This design comes from an exercise in tuning for small area, a short achievable clock period and few clock cycles on the open sky130 flow, not from production work. Function was checked by simulation only, so behaviour that the tests miss may differ from the original. Power and IR drop assume default switching activity.

==> run D: inputs <==
==> flow/design.v (excerpt) <==
module mips(
    input clk,
    input reset,
    output [31:0] i_addr,
    input [31:0] i_data,
    output [11:0] d_addr,
    output [31:0] d_wdata,
    output [3:0] d_be,
    output d_we,
    input [31:0] d_rdata
    );
==> flow/config.mk <==
export PLATFORM = sky130hd
export DESIGN_NAME = mips
export DESIGN_NICKNAME = mips
export VERILOG_FILES = /design/flow/design.v
export SDC_FILE = /design/flow/constraint.sdc
export NUM_CORES = 4
export LEC_CHECK = 0
export CAP_MARGIN = 30
export CORE_MARGIN = 2
export CORE_UTILIZATION = 50
export PLACE_DENSITY = 0.62
export SLEW_MARGIN = 30
export TNS_END_PERCENT = 10
==> flow/constraint.sdc <==
create_clock -name core_clock -period 18.0 [get_ports {clk}]
set_input_delay 3.6000 -clock core_clock [delete_from_list [all_inputs] [get_ports {clk}]]
set_output_delay 3.6000 -clock core_clock [all_outputs]
set_load 0.01 [all_outputs]
standard.sh (not shown) runs the stock make flow with config.mk's settings and CLKGATE_MAP_FILE= SYNTH_SCRIPT=/design/flow/synth_recipe.tcl, a recipe that flattens the netlist after the stock synthesis.
==> flow/flow/run.sh <==
#!/bin/bash
# The standard layout (the standard.sh: ORFS synthesis, floorplan, placement,
# CTS, routing) with two changes to how it is made, none to the constraints:
#  - timing repair aims for a setup slack of MARGIN ns at the design's clock
#    period, so it keeps shortening the critical paths after the period is met;
#  - the buffers ORFS puts on every input and output port are buf_4 cells
#    rather than the delay buffers it picks by default.
# make's full output goes to standard_flow.log; ORFS's per-step logs are under orfs/logs.
set -euo pipefail
MARGIN=12.5
bash standard.sh SETUP_SLACK_MARGIN=$MARGIN "BUFFER_PORTS_ARGS=-buffer_cell sky130_fd_sc_hd__buf_4" finish > standard_flow.log 2>&1
==> inputs of run X, as changes to run D <==
==> flow/run.sh (new file) <==
#!/bin/bash
# synth_recipe.tcl (not shown) runs the flow's synth.tcl, then flattens the netlist and writes it again
# the make line also repeats each setting of config.mk as NAME=value (left out here)
make -C /OpenROAD-flow-scripts/flow DESIGN_CONFIG=/design/flow/config.mk WORK_HOME=/design/flow/orfs CLKGATE_MAP_FILE= SYNTH_SCRIPT=/design/flow/synth_recipe.tcl finish
--- a/flow/config.mk
+++ b/flow/config.mk
@@ -9,5 +9,4 @@
 export CORE_MARGIN = 2
-export CORE_UTILIZATION = 50
-export PLACE_DENSITY = 0.62
+export CORE_UTILIZATION = 40
+export PLACE_DENSITY = 0.6
 export SLEW_MARGIN = 30
-export TNS_END_PERCENT = 10
removed: flow/flow/run.sh
removed: flow/standard.sh
==> inputs of run K, as changes to run D <==
==> flow/flow/run.sh (replaced) <==
#!/bin/bash
# The standard layout (the standard.sh: ORFS synthesis, floorplan, placement,
# CTS, routing) with three changes to how it is made, none to the constraints:
#  - timing repair aims for a setup slack of MARGIN ns at the design's clock
#    period, so it keeps shortening the critical paths after the period is met;
#  - timing repair does not clone gates (clones add load to their drivers);
#  - the buffers ORFS puts on every input and output port are buf_4 cells
#    rather than the delay buffers it picks by default.
# make's full output goes to standard_flow.log; ORFS's per-step logs are under orfs/logs.
set -euo pipefail
MARGIN=12.5
bash standard.sh SETUP_SLACK_MARGIN=$MARGIN SKIP_GATE_CLONING=1 "BUFFER_PORTS_ARGS=-buffer_cell sky130_fd_sc_hd__buf_4" finish > standard_flow.log 2>&1
--- a/flow/config.mk
+++ b/flow/config.mk
@@ -9,5 +9,5 @@
 export CORE_MARGIN = 2
-export CORE_UTILIZATION = 50
-export PLACE_DENSITY = 0.62
+export CORE_UTILIZATION = 35
+export PLACE_DENSITY = 0.55
 export SLEW_MARGIN = 30
-export TNS_END_PERCENT = 10
+export TNS_END_PERCENT = 0
==> summary of the runs <==
- Run K completed without violations. Run X completed with no timing, DRC or antenna violations. Run D ran to the end with violations: capacitance limit, slew limit.
- Clock power: run X > run K > run D.
- Between run X and run K, the lower sequential share of layout area is in run K (gap 0.90 points).
- In sequential power, run X and run K hardly differ.
- Count of clock-buffer cells in the layout: run X > run K > run D.
- Synthesized cell count is the same in run D and run K.
- The highest wire length belongs to run X, the lowest to run D.
- Clock skew: run K is lower than run D (0.045 ns).
- The lowest total power belongs to run X, the highest to run K.
- The highest die area belongs to run K, the lowest to run D.
Testbench counts of run D, summed over its fixed seeds: cycles 58,881.
Testbench counts of run X, summed over its fixed seeds: cycles 58,881.
Testbench counts of run K, summed over its fixed seeds: cycles 58,881.

[static timing again, ports no longer ideal]
The flow's constraints put no driver on any port. The routed layouts listed below were extracted and timed again, unchanged, in two steps. Step 1 sets driving cells, clkbuf_16 on the clock port and buf_2 on the other inputs (assumed; they add their load-dependent delay and slew). Step 2 times the ports against the registers' clock, not the clock port: input delays grow and output delays shrink by t, the midpoint of the rising clock arrivals with the driver on. Three values: no drivers, after step 1, after step 2; two values: the first two.
| run | t (ns) | setup WS [ns] | worst register clock-pin slew, ns | cell pins on the clock port's net |
|---|---|---|---|---|
| run D | 1.020 | 12.031 / 12.031 / 11.456 | 0.08 / 0.08 | 1 |
| run X | 1.038 | 10.131 / 10.131 / 10.131 | 0.07 / 0.07 | 1 |
| run K | 1.014 | 12.178 / 12.178 / 11.575 | 0.08 / 0.08 | 1 |
The setup slack of run K, which loses most, moves by 0.000 ns with the drivers and by -0.603 ns with both steps.
